This design comes from an exercise in tuning for small area on the open sky130 flow, not from production work.
The RTL of this run was laid out without a check of its function.
No activity file was given, so power comes from the tool's default toggle rates.

### flow/config.mk
export PLATFORM = sky130hd
export DESIGN_NAME = coretest
export DESIGN_NICKNAME = coretest
export VERILOG_FILES = /design/flow/design.v
export SDC_FILE = /design/flow/constraint.sdc
export NUM_CORES = 4
export LEC_CHECK = 0
export CAP_MARGIN = 20
export CORE_MARGIN = 2
export CORE_UTILIZATION = 40
export SLEW_MARGIN = 20
### flow/constraint.sdc
create_clock -name core_clock -period 5.0 [get_ports {clk}]
set_input_delay 1.0000 -clock core_clock [delete_from_list [all_inputs] [get_ports {clk}]]
set_output_delay 1.0000 -clock core_clock [all_outputs]
set_load 0.01 [all_outputs]
### flow/design.v
module coretest(
                input wire           clk,
                input wire           reset_n,
                input wire           rx_syn,
                input wire [7 : 0]   rx_data,
                output wire          rx_ack,
                output wire          tx_syn,
                output wire [7 : 0]  tx_data,
                input wire           tx_ack,
                output wire          core_reset_n,
                output wire          core_cs,
                output wire          core_we,
                output wire [15 : 0] core_address,
                output wire [31 : 0] core_write_data,
                input wire  [31 : 0] core_read_data,
                input wire           core_error
               );
  localparam [1 : 0] C_UNK = 2'b00;
  localparam [1 : 0] C_RST = 2'b01;
  localparam [1 : 0] C_RD  = 2'b10;
  localparam [1 : 0] C_WR  = 2'b11;
  localparam [4 : 0] S_IDLE  = 5'd0;
  localparam [4 : 0] S_CMD   = 5'd1;
  localparam [4 : 0] S_PARSE = 5'd2;
  localparam [4 : 0] S_A0    = 5'd3;
  localparam [4 : 0] S_A1    = 5'd4;
  localparam [4 : 0] S_D0    = 5'd5;
  localparam [4 : 0] S_D1    = 5'd6;
  localparam [4 : 0] S_D2    = 5'd7;
  localparam [4 : 0] S_D3    = 5'd8;
  localparam [4 : 0] S_EOC   = 5'd9;
  localparam [4 : 0] S_X0    = 5'd10;
  localparam [4 : 0] S_X1    = 5'd11;
  localparam [4 : 0] S_X2    = 5'd12;
  localparam [4 : 0] S_PRE   = 5'd13;
  localparam [4 : 0] S_SEND0 = 5'd14;
  localparam [4 : 0] S_SEND1 = 5'd15;
  localparam [4 : 0] S_SYN   = 5'd16;
  localparam [4 : 0] S_NOACK = 5'd17;
  localparam [4 : 0] S_NEXT  = 5'd18;
  localparam [4 : 0] S_SENT  = 5'd19;
  localparam [4 : 0] S_DONE  = 5'd20;
  reg           rx_syn_reg;
  reg           tx_ack_reg;
  reg           rx_wr_reg;       
  reg           rx_ack_reg;      
  reg [3 : 0]   rx_ctr_reg;      
  reg [119 : 0] rx_fifo_reg;     
  reg [4 : 0]   st_reg;
  reg [1 : 0]   cls_reg;
  reg           err_reg;
  reg [3 : 0]   ptr_reg;
  reg [15 : 0]  addr_reg;
  reg [31 : 0]  data_reg;
  wire          empty   = (rx_ctr_reg == 4'h0);
  wire          full    = (rx_ctr_reg == 4'hf);
  wire [127 : 0] fifo_ext = {rx_fifo_reg, 8'h00};
  wire [7 : 0]  rx_byte = fifo_ext[{rx_ctr_reg, 3'b000} +: 8];
  wire          get_st  = (st_reg == S_IDLE) || (st_reg == S_CMD) ||
                          (st_reg == S_A0)   || (st_reg == S_A1)  ||
                          (st_reg == S_D0)   || (st_reg == S_D1)  ||
                          (st_reg == S_D2)   || (st_reg == S_D3)  ||
                          (st_reg == S_EOC);
  wire          consume = get_st && !empty;
  wire          access  = (st_reg == S_X1) || (st_reg == S_X2);
  reg  [3 : 0]  len;
  reg  [7 : 0]  type_byte;
  always @*
    begin
      if (cls_reg == C_UNK)
        begin
          len = 4'h3; type_byte = 8'hfe;
        end
      else if (err_reg)
        begin
          len = 4'h3; type_byte = 8'hfd;
        end
      else if (cls_reg == C_RST)
        begin
          len = 4'h2; type_byte = 8'h7d;
        end
      else if (cls_reg == C_RD)
        begin
          len = 4'h8; type_byte = 8'h7f;
        end
      else
        begin
          len = 4'h4; type_byte = 8'h7e;
        end
    end
  wire          last     = (ptr_reg == len);
  wire          tx_shift = (st_reg == S_NEXT) && !last && (ptr_reg[3 : 1] != 3'h0);
  reg  [7 : 0]  tx_byte;
  always @*
    begin
      if (ptr_reg == 4'h0)
        tx_byte = 8'haa;
      else if (ptr_reg == 4'h1)
        tx_byte = type_byte;
      else if (last)
        tx_byte = 8'h55;
      else if (err_reg && (cls_reg != C_UNK))
        tx_byte = {3'b000, cls_reg[1], 3'b000, cls_reg[0]};
      else
        tx_byte = addr_reg[15 : 8];
    end
  assign rx_ack          = rx_ack_reg;
  assign tx_syn          = (st_reg == S_SYN);
  assign tx_data         = tx_byte;
  assign core_reset_n    = !(access && (cls_reg == C_RST)) & reset_n;
  assign core_cs         = access && cls_reg[1];
  assign core_we         = access && (cls_reg == C_WR);
  assign core_address    = addr_reg;
  assign core_write_data = data_reg;
  always @ (posedge clk or negedge reset_n)
    begin : ctrl_update
      if (!reset_n)
        begin
          rx_syn_reg <= 1'b0;
          rx_wr_reg  <= 1'b0;
          rx_ack_reg <= 1'b0;
          rx_ctr_reg <= 4'h0;
          st_reg     <= S_IDLE;
          ptr_reg    <= 4'h0;
        end
      else
        begin
          rx_syn_reg <= rx_syn;
          rx_wr_reg  <= !rx_wr_reg && !rx_ack_reg && rx_syn_reg && !full;
          rx_ack_reg <= rx_wr_reg || (rx_ack_reg && rx_syn_reg);
          if (rx_wr_reg && !consume)
            rx_ctr_reg <= rx_ctr_reg + 1'b1;
          else if (consume && !rx_wr_reg)
            rx_ctr_reg <= rx_ctr_reg - 1'b1;
          if ((st_reg == S_NEXT) && !last)
            ptr_reg <= ptr_reg + 1'b1;
          else if (st_reg == S_DONE)
            ptr_reg <= 4'h0;
          case (st_reg)
            S_IDLE:  if (!empty && (rx_byte == 8'h55)) st_reg <= S_CMD;
            S_CMD:   if (!empty) st_reg <= S_PARSE;
            S_PARSE: st_reg <= (cls_reg == C_UNK) ? S_PRE :
                               (cls_reg == C_RST) ? S_EOC : S_A0;
            S_A0:    if (!empty) st_reg <= S_A1;
            S_A1:    if (!empty) st_reg <= (cls_reg == C_WR) ? S_D0 : S_EOC;
            S_D0:    if (!empty) st_reg <= S_D1;
            S_D1:    if (!empty) st_reg <= S_D2;
            S_D2:    if (!empty) st_reg <= S_D3;
            S_D3:    if (!empty) st_reg <= S_EOC;
            S_EOC:   if (!empty) st_reg <= (rx_byte == 8'haa) ? S_X0 : S_PRE;
            S_X0:    st_reg <= S_X1;
            S_X1:    st_reg <= S_X2;
            S_X2:    st_reg <= S_SEND0;
            S_PRE:   st_reg <= S_SEND0;
            S_SEND0: st_reg <= S_SEND1;
            S_SEND1: st_reg <= S_SYN;
            S_SYN:   if (tx_ack_reg) st_reg <= S_NOACK;
            S_NOACK: if (!tx_ack_reg) st_reg <= S_NEXT;
            S_NEXT:  st_reg <= last ? S_SENT : S_SYN;
            S_SENT:  st_reg <= S_DONE;
            default: st_reg <= S_IDLE;
          endcase
        end
    end
  always @ (posedge clk)
    begin : data_update
      tx_ack_reg <= tx_ack;
      if (rx_wr_reg)
        rx_fifo_reg <= {rx_fifo_reg[111 : 0], rx_data};
      if ((st_reg == S_CMD) && !empty)
        begin
          if ((rx_byte[7 : 5] == 3'h0) && (rx_byte[3 : 1] == 3'h0) &&
              (rx_byte[4] || rx_byte[0]))
            cls_reg <= {rx_byte[4], rx_byte[0]};
          else
            cls_reg <= C_UNK;
        end
      if ((st_reg == S_EOC) && !empty)
        err_reg <= (rx_byte != 8'haa);
      else if ((st_reg == S_X1) && cls_reg[1])
        err_reg <= core_error;
      if ((((st_reg == S_CMD) || (st_reg == S_A0) || (st_reg == S_A1)) && !empty) ||
          (st_reg == S_PARSE))
        addr_reg <= {addr_reg[7 : 0], rx_byte};
      else if (tx_shift)
        addr_reg <= {addr_reg[7 : 0], data_reg[31 : 24]};
      if ((((st_reg == S_D0) || (st_reg == S_D1) || (st_reg == S_D2) ||
            (st_reg == S_D3)) && !empty) || tx_shift)
        data_reg <= {data_reg[23 : 0], rx_byte};
      else if ((st_reg == S_X1) && (cls_reg == C_RD))
        data_reg <= core_read_data;
    end
endmodule  
### flow/run.sh
#!/bin/bash
# synth_recipe.tcl (not shown) runs the flow's synth.tcl, then flattens the netlist and writes it again
# the make line also repeats each setting of config.mk as NAME=value (left out here)
make -C /OpenROAD-flow-scripts/flow DESIGN_CONFIG=/design/flow/config.mk WORK_HOME=/design/flow/orfs CLKGATE_MAP_FILE= SYNTH_SCRIPT=/design/flow/synth_recipe.tcl finish
==> summary.txt <==
## layout make-up
| type | count | area, µm² | share of cell area, % |
|---|---|---|---|
| multi-input cells | 320 | 2600 | 25.4 |
| well taps | 270 | 338 | 3.29 |
| clock buffers | 18 | 429 | 4.18 |
| repair buffers | 116 | 1150 | 11.2 |
| inverters | 11 | 41.3 | 0.402 |
| flip-flops and latches | 188 | 5560 | 54.2 |
| clock inverters | 14 | 135 | 1.32 |
## worst max-delay path: stages, from the launching register on
cell,delay (ns)
edfxtp_1,0.49
inv_1,0.10
ha_1,0.29
or3_1,0.40
a22oi_2,0.29
nor2_1,0.14
a221oi_1,0.28
clkdlybuf4s50_1,0.58
## metrics by stage
stage / power, W / instances / utilization, %
final: 0.00673 / 937 / 50.4
after global routing: 0.00714 / 937 / 50.4
after CTS: 0.00677 / 936 / 50.2
after detailed placement: 0.00546 / 904 / 47.5
after global placement: 0.00541 / 904 / 47.5
after floorplan: 0.00451 / 548 / -
## layer usage
metal	GRT usage, %	wire (µm)
met5	0	0
met4	4.24	178
met3	3.74	549
met2	26.6	8920
met1	22.7	8050
## Yosys cell counts (all sizes together), types with 2 or more instances
master	number
clkbuf	11
a22oi	11
nand2	30
a22o	2
ha	11
o211ai	3
buf	18
nor2b	11
a221oi	7
a221o	2
mux4	16
nor2	31
a211oi	4
nand4	4
inv	11
nand3b	4
o22ai	4
a2111oi	2
nand2b	5
o21ai	28
a21oi	22
nand3	9
o21a	2
mux2i	24
edfxtp	171
xor2	3
xnor2	5
nor3	7
a21o	5
and2	8
mux2	39
dfrtp	16
nor4	3
and3	2
o31ai	3
## how the worst min path moves through the flow
stage,from,endpoint,slack (ns),cells after the start
final,rx_fifo_reg[105]$_DFFE_PP_,rx_fifo_reg[113]$_DFFE_PP_,0.45,0
after global routing,addr_reg[7]$_DFFE_PP_,addr_reg[15]$_DFFE_PP_,0.46,0
after floorplan,rx_fifo_reg[5]$_DFFE_PP_,rx_fifo_reg[13]$_DFFE_PP_,0.42,0
after detailed placement,rx_fifo_reg[29]$_DFFE_PP_,rx_fifo_reg[37]$_DFFE_PP_,0.43,0
after global placement,rx_fifo_reg[16]$_DFFE_PP_,rx_fifo_reg[24]$_DFFE_PP_,0.42,0
after CTS,rx_fifo_reg[51]$_DFFE_PP_,rx_fifo_reg[59]$_DFFE_PP_,0.45,0
## power breakdown
group	switching [W]	internal (W)
registers	0.000519	0.00244
logic	0.00126	0.00121
clock network	0.000607	0.000699
total	0.00238	0.00435
## kinds of logic after synthesis
| family | synth area share, % |
|---|---|
| muxes | 12.5 |
| AOI/OAI and AO/OA | 8.66 |
| and+or+nand+nor | 7.06 |
| xor gates and xnor gates | 0.837 |
| DFF | 66.4 |
| adders and majority gates | 1.88 |
| buffers and inverters | 2.69 |
==> flow_metrics.env <==
export IMPL_worstSetupStartpointType="register"
export IMPL_setup_viol=0
export IMPL_crit_end="tx_data[0]"
export IMPL_die_y_um=149
export IMPL_cp_max_fo=9
export IMPL_antenna_found_initial=0
export IMPL_startpoint="cls_reg[1]$_SDFFCE_PN0P_"
export IMPL_cts_tree="built"
export IMPL_clockBufferDepth=2
export IMPL_cp_data_arrival_time_ns=3.00
export IMPL_r2r_cells=12
export IMPL_numPortBuffers=105
export IMPL_synthArstFlopShare_pct=8.51
export IMPL_path_class="register to primary output"
export IMPL_post_cts_resized=0
export IMPL_clock_sinks=188
export IMPL_cts_hold_buffers=0
export IMPL_vias_per_cell=5.34
export IMPL_power_density_nw_per_um2=656
export IMPL_grt_start_max_net_pins=63
export IMPL_slew_headroom_pct=34.0
export IMPL_synth_avg_cell_area_um2=15.3
export IMPL_num_rows=52
export IMPL_placed_cell_area_um2=9670
export IMPL_rr_endpoint="rx_ctr_reg[3]$_DFFE_PN0P_"
export IMPL_finalWorstSetupSlack_ns=1.00
export IMPL_cts_htree_levels=4
export IMPL_dpl_worst_slack_ns=1.43
export IMPL_wl_mm=17.7
export IMPL_fin_crit_ns=4.00
export IMPL_cap_violations=0
export IMPL_syn_cell_area_um2=8370
export IMPL_synthTopCellsByArea="edfxtp_1 (61%), dfrtp_1 (4.8%), mux4_2 (4.3%)"
export IMPL_rsz0062_at_grt="false"
export IMPL_path_clk_slew_ns=0.07
export IMPL_first_pass_iters=5
export IMPL_finClkSkew_ns=0.00899
export IMPL_drt_iter0_markers=270
export IMPL_ys_ff_latch=188
export IMPL_gp_congestion=0.848
export IMPL_clock_latency_ns=0.43
export IMPL_postSynthCellCount=548
export IMPL_numCtsBuffers=17
export IMPL_detailed_place_hpwl_mm=12.3
export IMPL_hold_slack_ns=0.445
export IMPL_die_area_um2=22100
export IMPL_hold_class="register to register"
export IMPL_die_x_um=149
export IMPL_cts_setup_buffers=0
export IMPL_layout_drive_gt1_share_pct=14.2
export IMPL_period_share_pct=79.9
export IMPL_groute_usage_overall_pct=16.4
export IMPL_setup_worst_path_end_class="primary output"
export IMPL_grt_pass1_wl_mm=28.1
export IMPL_wl_per_cell_um=18.9
export IMPL_synth_flop_cell="edfxtp_1"
export IMPL_ir_drop_v=0.000275
export IMPL_grt_overflow=0
export IMPL_synth_edff_count=171
export IMPL_yosysUniqueCellTypes=63
export IMPL_area_growth_pct=22.6
export IMPL_tightest_slew_ns=0.990
export IMPL_drc=0
export IMPL_largest_reg_flops=120
export IMPL_final_area_um2=10300
export IMPL_fin_nets=711
export IMPL_drtAntennaViolNets=0
export IMPL_slew_viol_final=0
export IMPL_r2r_start="rx_ctr_reg[2]$_DFFE_PN0P_"
export IMPL_yosys_area_top_type="edfxtp_1"
export IMPL_vias=5001
export IMPL_synth_top_area_share_pct=61.3
export IMPL_final_setup_tns_ns=0
export IMPL_floorplan_initialDensity_pct=41.1
export IMPL_core_region_area_um2=20400
export IMPL_boundaryPins=106
export IMPL_antenna_cells=0
export IMPL_r2r_slack_ns=1.70
export IMPL_root_buffer="clkbuf_16"
export IMPL_fmax_mhz=250
export IMPL_yosysWarnings=1
export IMPL_p_leak_nw=3.54
export IMPL_hold_viol_final=0
export IMPL_worst_ep_required_time_ns=4.00
export IMPL_fillerInstances=1715
export IMPL_mostFrequentLayoutCell="edfxtp_1"
export IMPL_synth_seq_area_share_pct=66.4
export IMPL_status="no timing/DRC/antenna violations"
export IMPL_final_cell_mix="edfxtp_1 (171), clkdlybuf4s50_1 (105), nor2_1 (31)"
export IMPL_synth_nets=605
export IMPL_grt_pass1_vias=5030

-- what the ideal ports hide --
Ports are ideal in the flow. The routed layout listed here was re-timed in OpenROAD. Step 1 assumes that a clkbuf_16 drives the clock port and a buf_2 every other input. Step 2 times the ports against the registers' clock, not the clock port: input delays grow and output delays shrink by t, the midpoint of the rising clock arrivals with the driver on. a / b / c = ideal / step 1 / step 2; a / b = the first two.
t, ns: 0.472
setup WS [ns]: 1.004 / 0.961 / 1.433
hold WS [ns]: 0.445 / 0.445 / 0.445
worst setup path at the end: register to output
clock arrival spread, ns: 0.012 / 0.012
After both steps setup and hold are still met in this run. For this run, drivers alone change the setup slack by -0.043 ns; drivers and shift together by +0.429 ns.
